This is an optimization exercise on Yosys and OpenROAD, whose aim is small area and a short achievable clock period, not a production implementation. For this run, only the layout was checked, not whether the RTL still works. Power figures rest on the tool's default switching activity, not on a simulated workload.

`design/flow/config.mk`:
```
export PLATFORM = sky130hd
export DESIGN_NAME = umt_top
export DESIGN_NICKNAME = umt_top
export VERILOG_FILES = /design/flow/design.v
export SDC_FILE = /design/flow/constraint.sdc
export NUM_CORES = 4
export LEC_CHECK = 0
export CAP_MARGIN = 20
export CORE_MARGIN = 2
export CORE_UTILIZATION = 75
export SLEW_MARGIN = 20
```
`design/flow/flow/run.sh`:
```
#!/bin/bash
# Standard ORFS layout (the standard.sh) with these changes:
#  - port buffers are the smallest buffer cell (buf_1);
#  - clock tree: larger sink clusters of clkbuf_8, no dummy loads;
#  - repair aims at a setup slack of 93 ns (the I/O paths set the period);
#  - tie cells each drive up to 8 constant outputs instead of one each;
#  - after floorplan, the logic is re-mapped for area (restructure) and
#    cells are set to their smallest variant.
set -euo pipefail
here="$(cd "$(dirname "$0")" && pwd)"
export BUFFER_PORTS_ARGS="-buffer_cell sky130_fd_sc_hd__buf_1"
export CTS_ARGS="-sink_clustering_enable -repair_clock_nets -dont_use_dummy_load -buf_list sky130_fd_sc_hd__clkbuf_8 -sink_clustering_size 16 -sink_clustering_max_diameter 60"
export SETUP_SLACK_MARGIN=93
export SKIP_REPAIR_TIE_FANOUT=1
export POST_FLOORPLAN_TCL="$here/post_floorplan.tcl"
bash standard.sh > standard.log 2>&1
```
`design/flow/flow/post_floorplan.tcl`:
```
# After floorplan: re-map the logic for area (OpenROAD's restructure, which
# runs ABC), then share tie cells and set cells to their smallest variant.
# The placement step's repair then buffers and sizes what timing needs.
set here [file dirname [info script]]
set rmp_dir $::env(OBJECTS_DIR)/rmp
file mkdir $rmp_dir

# ABC reads the liberty file directly, so give it one without the
# platform's don't-use cells.
proc rmp_dont_use { name } {
  foreach p $::env(DONT_USE_CELLS) { if { [string match $p $name] } { return 1 } }
  return 0
}
set fin [open [lindex $::env(LIB_FILES) 0] r]
set fout [open $rmp_dir/no_dont_use.lib w]
set skip 0
set depth 0
while { [gets $fin line] >= 0 } {
  if { !$skip && [regexp {^\s*cell\s*\(\s*"?([A-Za-z0-9_]+)"?\s*\)} $line -> cname] && [rmp_dont_use $cname] } {
    set skip 1
    set depth 0
  }
  if { $skip } {
    incr depth [expr { [regexp -all {\{} $line] - [regexp -all {\}} $line] }]
    if { $depth <= 0 && [regexp {\}} $line] } { set skip 0 }
    continue
  }
  puts $fout $line
}
close $fin
close $fout

restructure -target area -liberty_file $rmp_dir/no_dont_use.lib \
  -tielo_port sky130_fd_sc_hd__conb_1/LO -tiehi_port sky130_fd_sc_hd__conb_1/HI \
  -work_dir $rmp_dir
source $here/tie.tcl
source $here/downsize.tcl
```
`design/flow/constraint.sdc`:
```
create_clock -name core_clock -period 120.0 [get_ports {clk}]
set_input_delay 24.0000 -clock core_clock [delete_from_list [all_inputs] [get_ports {clk}]]
set_output_delay 24.0000 -clock core_clock [all_outputs]
set_load 0.01 [all_outputs]
```
`design/flow/flow/tie.tcl`:
```
# Regroup the constant loads: one tie cell for every 8 loads of the same
# value (the standard flow gives every load a tie cell of its own).
set tie_group 8
set block [ord::get_db_block]
set master [[ord::get_db] findMaster sky130_fd_sc_hd__conb_1]
set ties {}
foreach inst [$block getInsts] {
  if { [[$inst getMaster] getName] == "sky130_fd_sc_hd__conb_1" } { lappend ties $inst }
}
set k 0
foreach pin {LO HI} {
  set loads {}
  set nets {}
  foreach inst $ties {
    set net [[$inst findITerm $pin] getNet]
    if { $net == "NULL" } { continue }
    lappend nets $net
    foreach bt [$net getBTerms] { lappend loads [list b $bt] }
    foreach ld [$net getITerms] {
      if { [$ld getInst] != $inst } { lappend loads [list i $ld] }
    }
  }
  set n [llength $loads]
  puts "tie $pin: [llength $nets] nets, $n loads"
  if { $n == 0 } { continue }
  for { set s 0 } { $s < $n } { incr s $tie_group } {
    incr k
    set ni [odb::dbInst_create $block $master "tie_group_$k"]
    set nn [odb::dbNet_create $block "tie_group_net_$k"]
    [$ni findITerm $pin] connect $nn
    foreach ld [lrange $loads $s [expr {$s + $tie_group - 1}]] {
      lassign $ld kind obj
      $obj disconnect
      $obj connect $nn
    }
  }
  foreach net $nets {
    foreach it [$net getITerms] { $it disconnect }
    odb::dbNet_destroy $net
  }
}
foreach inst $ties {
  set used 0
  foreach it [$inst getITerms] { if { [$it getNet] != "NULL" && [[$it getMTerm] getSigType] == "SIGNAL" } { set used 1 } }
  if { !$used } { odb::dbInst_destroy $inst }
}
set left 0
foreach inst [$block getInsts] {
  if { [[$inst getMaster] getName] == "sky130_fd_sc_hd__conb_1" } { incr left }
}
puts "tie cells now: $left"
```
`design/flow/flow/downsize.tcl`:
```
# Set every logic cell to the smallest-area variant of its function (the
# synthesis mapping upsizes freely); later repair steps size up what the
# timing and slew limits need.
set dont_use_pats $::env(DONT_USE_CELLS)
proc ds_ok { name pats } {
  foreach p $pats { if { [string match $p $name] } { return 0 } }
  return 1
}
# smallest variant of each cell family (family = name without the _N suffix)
set best [dict create]
foreach lc [get_lib_cells sky130_fd_sc_hd__*] {
  set name [get_name $lc]
  if { ![ds_ok $name $dont_use_pats] } { continue }
  if { ![regexp {^(sky130_fd_sc_hd__.+)_(\d+)$} $name -> fam drv] } { continue }
  set area [get_property $lc area]
  if { ![dict exists $best $fam] } {
    dict set best $fam [list $name $area $drv]
  } else {
    lassign [dict get $best $fam] bn ba bd
    if { $area < $ba - 1e-6 || (abs($area - $ba) < 1e-6 && $drv == 1) } {
      dict set best $fam [list $name $area $drv]
    }
  }
}
set swapped 0
foreach inst [get_cells *] {
  set lc [get_lib_cells -of_objects $inst]
  set name [get_name $lc]
  if { ![regexp {^(sky130_fd_sc_hd__.+)_(\d+)$} $name -> fam drv] } { continue }
  if { [string match "*conb*" $fam] || [string match "*tap*" $fam] || [string match "*buf*" $fam] } { continue }
  if { ![dict exists $best $fam] } { continue }
  set target [lindex [dict get $best $fam] 0]
  if { $target != $name } {
    replace_cell $inst $target
    incr swapped
  }
}
puts "downsize: $swapped cells set to their smallest variant"
```
`design/flow/design.v`:
```
`timescale 1ns / 1ps
module umt_top #(
    parameter MAX_UMTS = 5,
    parameter MAX_LMTS = 5,
    parameter MAX_WIDTH = 64,
    parameter MAX_DEPTH = 512,
    parameter PMT_WIDTH = 32,
    parameter PMT_DEPTH = 32,
    parameter MAX_PMTS_PER_LMT = 8
) (
    input  wire                      clk,
    input  wire                      rst_n,
    input  wire                      umt_cfg_valid,
    input  wire                      umt_cfg_wr_en,
    input  wire [2:0]                umt_cfg_id,
    input  wire [15:0]               umt_cfg_width,
    input  wire [15:0]               umt_cfg_depth,
    input  wire                      umt_cfg_type,
    input  wire                      umt_map_trigger,
    input  wire                      entry_valid,
    input  wire [2:0]                entry_umt_id,
    input  wire [8:0]                entry_addr,
    input  wire [MAX_WIDTH-1:0]      entry_data,
    input  wire [MAX_WIDTH-1:0]      entry_mask,
    output wire                      map_done,
    output wire                      map_error,
    output wire [MAX_LMTS-1:0]       lmt_used,
    output wire [MAX_LMTS*8-1:0]     lmt_uid,
    output wire [MAX_LMTS*8-1:0]     lmt_internal_id,
    output wire [MAX_LMTS*2-1:0]     lmt_status_flag,
    output wire [MAX_LMTS*2-1:0]     lmt_width_gear,
    output wire [MAX_LMTS*3-1:0]     lmt_depth_gear,
    output wire                      lmt_entry_valid,
    output wire [2:0]                lmt_entry_id,
    output wire [8:0]                lmt_entry_addr,
    output wire [MAX_WIDTH-1:0]      lmt_entry_data,
    output wire [MAX_WIDTH-1:0]      lmt_entry_mask,
    output wire [7:0]                total_lmts_used,
    output wire [15:0]               total_pmts_needed
);
    integer n;
    reg  [4:0]  cv;      
    reg  [4:0]  cw;      
    reg  [19:0] cd;      
    wire cfg_w_ok = ~|umt_cfg_width[15:7] &
                    (umt_cfg_width[6] ? ~|umt_cfg_width[5:0] : |umt_cfg_width[5:0]);
    wire cfg_d_ok = ~|umt_cfg_depth[15:10] &
                    (umt_cfg_depth[9] ? ~|umt_cfg_depth[8:0] : |umt_cfg_depth[8:0]);
    wire cfg_ok = umt_cfg_valid & umt_cfg_wr_en &
                  ~(umt_cfg_id[2] & (umt_cfg_id[1] | umt_cfg_id[0])) & cfg_w_ok & cfg_d_ok;
    wire [3:0] cfg_bw;
    wire [3:0] cfg_dbm1;
    assign cfg_bw[0] = ~|umt_cfg_depth[4:0];
    genvar gb;
    generate
        for (gb = 0; gb < 4; gb = gb + 1) begin : g_dec
            assign cfg_dbm1[gb] = umt_cfg_depth[5+gb] ^ cfg_bw[gb];
            if (gb < 3) begin : g_b
                assign cfg_bw[gb+1] = cfg_bw[gb] & ~umt_cfg_depth[5+gb];
            end
        end
    endgenerate
    wire       cfg_wbig = umt_cfg_width[6] | (umt_cfg_width[5] & (|umt_cfg_width[4:0]));
    integer u;
    always @(posedge clk or negedge rst_n) begin
        if (!rst_n)
            cv <= 5'd0;
        else
            for (u = 0; u < 5; u = u + 1)
                if (cfg_ok && umt_cfg_id == u)
                    cv[u] <= 1'b1;
    end
    always @(posedge clk) begin
        for (u = 0; u < 5; u = u + 1)
            if (cfg_ok && umt_cfg_id == u) begin
                cw[u] <= cfg_wbig;
                cd[u*4 +: 4] <= cfg_dbm1;
            end
    end
    localparam S_FIN_A = 4'h5;
    localparam S_CHECK = 4'h6;
    localparam S_IDLE  = 4'h7;
    localparam S_FIN_M = 4'hD;
    localparam S_DONE  = 4'hE;
    reg  [3:0] s;
    reg        md;
    reg  [4:0] r;         
    reg  [7:0] p;         
    reg  [4:0] tl;
    reg  [7:0] tp;
    wire [2:0] k  = s[2:0];
    wire       tl_err = tl[4] | tl[3] | (tl[2] & tl[1]);    
    wire       step = ~(k[2] & (k[1] | k[0]));
    reg        sv, sw;
    reg  [3:0] sd;
    always @(*) begin
        sv = 1'b0;
        sw = 1'b0;
        sd = 4'd0;
        for (u = 0; u < 5; u = u + 1)
            if (k == u) begin
                sv = cv[u];
                sw = cw[u];
                sd = cd[u*4 +: 4];
            end
    end
    wire [5:0] pmx = sw ? {1'b0, sd, 1'b1} : {2'b0, sd};    
    wire [1:0] nlm1 = sw ? sd[3:2] : {1'b0, sd[3]};          
    wire       multi = (nlm1 != 2'd0);
    wire [1:0] dgs = sd[2] ? 2'd3 : sd[1] ? 2'd2 : {1'b0, sd[0]};
    wire       alloc = s[3] & step & sv;
    always @(posedge clk or negedge rst_n) begin
        if (!rst_n) begin
            s  <= S_IDLE;
            md <= 1'b0;
            tl <= 5'd0;
            tp <= 8'd0;
        end else begin
            case (s)
                S_IDLE: begin
                    md <= 1'b0;
                    if (umt_map_trigger) s <= 4'h0;
                end
                S_FIN_A: begin
                    tl <= r;
                    tp <= p;
                    s  <= S_CHECK;
                end
                S_CHECK: begin
                    if (tl_err)
                        s <= S_DONE;
                    else
                        s <= 4'h8;
                end
                S_FIN_M: s <= S_DONE;
                S_DONE: begin
                    md <= 1'b1;
                    if (!umt_map_trigger) s <= S_IDLE;
                end
                4'hF: s <= S_IDLE;
                default: s <= s + 4'd1;
            endcase
        end
    end
    reg [4:0] r_inc;
    reg [7:0] p_inc;
    reg       cy;
    integer   q;
    always @(*) begin
        r_inc[0] = ~(r[0] ^ nlm1[0]);
        cy = r[0] | nlm1[0];
        r_inc[1] = r[1] ^ nlm1[1] ^ cy;
        cy = (r[1] & nlm1[1]) | (cy & (r[1] | nlm1[1]));
        for (q = 2; q < 5; q = q + 1) begin
            r_inc[q] = r[q] ^ cy;
            cy = r[q] & cy;
        end
        p_inc[0] = ~(p[0] ^ pmx[0]);
        cy = p[0] | pmx[0];
        for (q = 1; q < 5; q = q + 1) begin
            p_inc[q] = p[q] ^ pmx[q] ^ cy;
            cy = (p[q] & pmx[q]) | (cy & (p[q] | pmx[q]));
        end
        for (q = 5; q < 8; q = q + 1) begin
            p_inc[q] = p[q] ^ cy;
            cy = p[q] & cy;
        end
    end
    always @(posedge clk) begin
        if (s == S_IDLE) begin
            if (umt_map_trigger) begin
                r <= 5'd0;
                p <= 8'd0;
            end
        end else if (s == S_FIN_A) begin
            r <= 5'd0;
        end else if (step && sv) begin
            r <= r_inc;
            if (!s[3]) p <= p_inc;
        end
    end
    reg [14:0] lid;       
    reg [4:0]  lw;        
    reg [4:0]  lm;        
    reg [14:0] lf;        
    reg [4:0]  rh;
    reg [1:0]  j [0:4];
    reg [4:0]  we;
    reg [4:0]  last;
    integer i;
    always @(*) begin
        for (i = 0; i < 5; i = i + 1)
            rh[i] = (r[3:0] == i);
        for (n = 0; n < 5; n = n + 1) begin
            we[n] = 1'b0;
            last[n] = 1'b0;
            j[n] = 2'd0;
            for (i = 0; i < 4; i = i + 1) begin
                if (n - i >= 0 && rh[n-i] && (i == 0 || i == 1 && (|nlm1) || i == 2 && nlm1[1] || i == 3 && (&nlm1))) begin
                    we[n] = alloc;
                    j[n] = i;
                    last[n] = (nlm1 == i);
                end
            end
        end
    end
    always @(posedge clk or negedge rst_n) begin
        if (!rst_n) begin
            lid <= 15'd0;
            lw  <= 5'd0;
            lm  <= 5'd0;
            lf  <= 15'd0;
        end else begin
            for (n = 0; n < 5; n = n + 1) begin
                if (we[n]) begin
                    lid[n*3 +: 3] <= k;
                    lw[n] <= sw;
                    lm[n] <= multi;
                    lf[n*3 +: 3] <= multi ? {last[n], j[n]} : {1'b1, dgs};
                end
            end
        end
    end
    reg [4:0] lu;         
    reg [1:0] ldg [0:4];
    reg [39:0] o_uid, o_iid;
    reg [9:0]  o_sf, o_wg;
    reg [14:0] o_dg;
    always @(*) begin
        for (n = 0; n < 5; n = n + 1) begin
            lu[n]  = lm[n] | lf[n*3+2];
            ldg[n] = lm[n] ? {1'b1, ~lw[n]} : lf[n*3 +: 2];
            o_uid[n*8 +: 8] = {5'd0, lid[n*3 +: 3]};
            o_iid[n*8 +: 8] = {6'd0, lm[n] ? lf[n*3 +: 2] : 2'd0};
            o_sf[n*2 +: 2]  = lm[n] ? {(|lf[n*3 +: 2]), (~|lf[n*3 +: 2]) ^ lf[n*3+2]} : 2'd0;
            o_wg[n*2 +: 2]  = {1'b0, lw[n]};
            o_dg[n*3 +: 3]  = {1'b0, ldg[n]};
        end
    end
    assign map_done          = md;
    assign map_error         = tl_err & (md | (s == S_DONE));
    assign lmt_used          = lu;
    assign lmt_uid           = o_uid;
    assign lmt_internal_id   = o_iid;
    assign lmt_status_flag   = o_sf;
    assign lmt_width_gear    = o_wg;
    assign lmt_depth_gear    = o_dg;
    assign total_lmts_used   = {3'd0, tl};
    assign total_pmts_needed = {8'd0, tp};
    reg        e_v;
    reg [2:0]  e_id;
    reg [7:0]  e_addr;
    reg [63:0] e_data, e_mask;
    reg [3:0] rem;
    reg [4:0] mt;
    reg       fit;
    reg       found;
    reg [2:0] t_id;
    reg [2:0] t_off;
    always @(*) begin
        rem = entry_addr[8:5];
        found = 1'b0;
        t_id = 3'd0;
        t_off = 3'd0;
        for (n = 0; n < 5; n = n + 1) begin
            mt[n] = lu[n] & (lid[n*3 +: 3] == entry_umt_id);
            case (ldg[n])
                2'd0: fit = (rem == 4'd0);
                2'd1: fit = (rem[3:1] == 3'd0);
                2'd2: fit = (rem[3:2] == 2'd0);
                default: fit = ~rem[3];
            endcase
            if (mt[n] && fit && !found) begin
                found = 1'b1;
                t_id = n[2:0];
                t_off = rem[2:0];
            end
            if (mt[n]) begin
                case (ldg[n])
                    2'd0: rem = rem - 4'd1;
                    2'd1: rem[3:1] = rem[3:1] - 3'd1;
                    2'd2: rem[3:2] = rem[3:2] - 2'd1;
                    default: rem[3] = ~rem[3];
                endcase
            end
        end
    end
    always @(posedge clk or negedge rst_n) begin
        if (!rst_n) begin
            e_v    <= 1'b0;
            e_id   <= 3'd0;
            e_addr <= 8'd0;
            e_data <= 64'd0;
            e_mask <= 64'd0;
        end else begin
            e_v <= entry_valid & found;
            if (entry_valid & found) begin
                e_id   <= t_id;
                e_addr <= {t_off, entry_addr[4:0]};
                e_data <= entry_data;
                e_mask <= entry_mask;
            end
        end
    end
    assign lmt_entry_valid = e_v;
    assign lmt_entry_id    = e_id;
    assign lmt_entry_addr  = {1'b0, e_addr};
    assign lmt_entry_data  = e_data;
    assign lmt_entry_mask  = e_mask;
endmodule
```
`design/flow/standard.sh`:
```
#!/bin/bash
# synth_recipe.tcl (not shown) runs the flow's synth.tcl, then flattens the netlist and writes it again
# the make line also repeats each setting of config.mk as NAME=value (left out here)
make -C /OpenROAD-flow-scripts/flow DESIGN_CONFIG=/design/flow/config.mk WORK_HOME=/design/flow/orfs CLKGATE_MAP_FILE= SYNTH_SCRIPT=/design/flow/synth_recipe.tcl "${@:-finish}"
```
==> flow_summary.yaml <==
critical_path:
  rrSetupSlack_ns: 114.00
  crit_required_ns: 120.37
  r2r_start: "s[1]"
  r2r_end: "lm[1]"
  critPathCaptureType: "flop"
  cp_max_fo: 7
  crit_type: "in -> reg"
  critical_path_arrival_ns: 28.26
  r2r.worst_path.cells: 15
  critPathLaunchType: "primary input"
pwr:
  leakage_nw: 5.86
  power_mw: 0.306
  max-vdd-ir-drop_mv: 0.0143
  power_density_mw_per_mm2: 22.0
logic_synthesis:
  synth.top_cells.by_count: "dfrtp_1, mux2_4, buf_4"
  ys_top_cells_by_area: "dfrtp_1, mux2_4, edfxtp_1"
  synth_async_sr_flop_share_pct: 84.2
  yosysTopAreaCell: "dfrtp_1"
  yosys_warnings: 9
  synth.most_common_cell: "dfrtp_1"
  ys_types: 83
  synth_top_area_share_pct: 37.9
  netlist_area_mm2: 0.0132
  synth_nets: 1335
  yosysSeqAreaShare_pct: 47.1
  ys_ff_latch: 241
  yosys_most_used_dff: "dfrtp_1"
  synth.avg_cell_area_um2: 11.8
  syn_inst: 1116
  synth_edf_count: 38
route:
  firstDrtPassIters: 5
  detail_route.wl_per_cell_um: 23.8
  vias_per_cell: 6.33
  wl_mm: 38.6
  antenna_left: 0
  vias: 10260
  drc: 0
  drtIter0Drc: 919
layout:
  area_delta_synth_final_pct: 5.08
  drive_gt1_share_pct: 13.0
  fin_area_mm2: 0.0139
  nets: 1578
  fin_util_pct: 80.6
  nFillCells: 1064
  stdcell_count: 1621
min_path:
  holdPathStages: 1
  hp-class: "reg -> reg"
  min_to: "cv[2]"
  hp-start: "cv[2]"
timing:
  drv_slew: 0
  setup_viol: 0
  setup_tns_ns: 0
  final.min_clock_period_ns: 27.89
  skew_ns: 0.0360
  hold_viol_final: 0
  slew_headroom_pct: 35.4
  rsz0062_at_grt: "true"
  fin_crit_sh_pct: 23.2
  tightest_slew_ns: 0.968
  fmax_mhz: 35.9
  whs_ns: 0.472
  worst_slack_ns: 92.11
floorplanning:
  die_x_um: 137
  dieHeight_um: 137
  ioPinCount: 469
  dieArea_mm2: 0.0187
  core-area_mm2: 0.0172
  rows: 48
  start_util_pct: 76.7
flow_run:
  max_cap_violations: 0
clock_tree:
  cts_root_buffer: "clkbuf_8"
  cts_tree: "yes"
  clock_latency_ns: 0.53
  cts_buffers: 19
  clk_pin_slew_ns: 0.10
  h-tree-depth: 1
  cts_buffer_depth: 3
  clock_sinks: 241
  holdBufCountCts: 0
grt:
  grt_overflow: 0
  use_met1_pct: 45.8
  grt_pass1_wl_mm: 52.6
  track_usage_pct: 37.1
  antenna_found_initial: 2
  grt_max_degree: 81
  grt_util_met2_pct: 64.2
  grt_pass1_vias: 9559
  top_usage_layer: "met2"
  use_met3_pct: 6.48
placement:
  dpl_cell_area_mm2: 0.0120
  place_ws_ns: 89.86
  portBuffers: 390
  placedCellCount: 1508
  detailed_place_hpwl_mm: 23.6
  place.gp.congestion: 0.981
outcome:
  status: "no timing/DRC/antenna violations"
## final cells by class
type	count	area [um2]	share of cell area (%)
diodes	2	5.00	0.0360
clock buffers	19	262	1.88
inverters	103	448	3.22
multi-input cells	548	3930	28.3
flip-flops and latches	241	6220	44.8
well taps	225	282	2.03
repair buffers	481	2720	19.6
repair inverters	2	25.0	0.180
## per-layer routing
metal	share of wire, %	up-vias
met4	5.7	0
met2	50	676
met1	35	5000
li1	-	4431
met3	9.1	153
met5	0	-
## cell families (layout without fill, tap and decap cells)
group	count (synthesis)	count (layout)	synth area share, %
simple gates	270	173	10.5
other cells	1	12	0.0284
compound gates	189	364	9.90
mux	176	0	18.5
buf+inv	175	605	8.20
xor+xnor	26	1	1.95
flops	241	241	47.1
fa+ha+maj	38	0	3.86
## placed cells by master (no fill, tap or decap), types with 15 or more instances in the layout
master	n
nor2_1	61
nand2_1	25
dfrtp_1	200
clkbuf_8	19
edfxtp_1	38
nor3_1	16
buf_6	15
o21ai_1	38
clkinv_1	93
buf_1	386
buf_4	49
o22ai_1	61
a22o_1	137
## power breakdown
| part | leakage (nW) | internal (mW) | switching [mW] |
|---|---|---|---|
| combinational | 2.63 | 0.0514 | 0.0878 |
| sequential | 3.10 | 0.108 | 0.0186 |
| clock | 0.137 | 0.0143 | 0.0252 |
## worst max-delay path, cell delays in order
cell and delay (ns):
buf_12 0.12, clkinv_8 0.04, o22ai_2 0.08, nor3_2 0.24
buf_4 0.16, nand3_1 0.17, a21oi_2 0.19, o22ai_2 0.12
clkinv_1 0.09, o21a_1 0.16, o211ai_1 0.21, buf_4 0.20
nor2_1 0.23, nand2_2 0.19, o21a_2 0.19, buf_4 0.15
o21ai_4 0.15, nor2_2 0.07, a21oi_2 0.13, nand4_1 0.21
clkinv_2 0.15, buf_6 0.12, buf_6 0.12, nor2_2 0.07
a222oi_1 0.48, clkinv_1 0.22
## how the worst max path moves through the flow
stage                          startpoint          to  slack [ns]  cells past startpoint
final                     entry_umt_id[0]   e_addr[7]       92.11                     26
after global routing      entry_umt_id[1]   e_addr[7]       92.11                     26
after detailed placement  entry_umt_id[0]   e_mask[4]       89.86                     24
after floorplan             entry_addr[6]  e_mask[56]       90.89                     30
after global placement    entry_umt_id[0]  e_mask[27]       89.98                     24
after CTS                 entry_umt_id[1]  e_mask[43]       92.89                     26
## flip-flops by register name (all words and copies together), names as in the netlist, 3 cells and up
name and cells:
cd 20, cv 5, cw 5, e_addr 8, e_data 64, e_id 3
e_mask 64, lf 15, lid 15, lm 5, lw 5, p 8
r 5, s 4, tl 5, tp 8
## what timing repair did
action | in CTS | in global routing
cloned | 16 | 11
resized for setup | 113 | 29
pin swaps | 34 | 23
setup endpoints to repair | 140 | 150
buffers inserted | 54 | 11

separate check: timing with driven ports:
The results above use ideal ports. As a check the final layout listed here was re-extracted and re-timed, cells and wires unchanged. Step 1 sets driving cells, clkbuf_16 on the clock port and buf_2 on the other inputs (assumed; they add their load-dependent delay and slew). Step 2, shift: input delay + t, output delay - t, t = (earliest + latest rising clock arrival at the registers) / 2. This alone moves slack from input paths to output paths. Three values: ideal ports, drivers, drivers and shift; two values: the first two.
shift t [ns]: 0.556
setup WS [ns]: 92.108 / 92.095 / 91.539
hold slack, ns: 0.472 / 0.472 / 0.472
worst setup path at the end: input to register
After both steps setup and hold are still met in this run. The setup slack of this run moves by -0.013 ns with the drivers and by -0.569 ns with both steps.
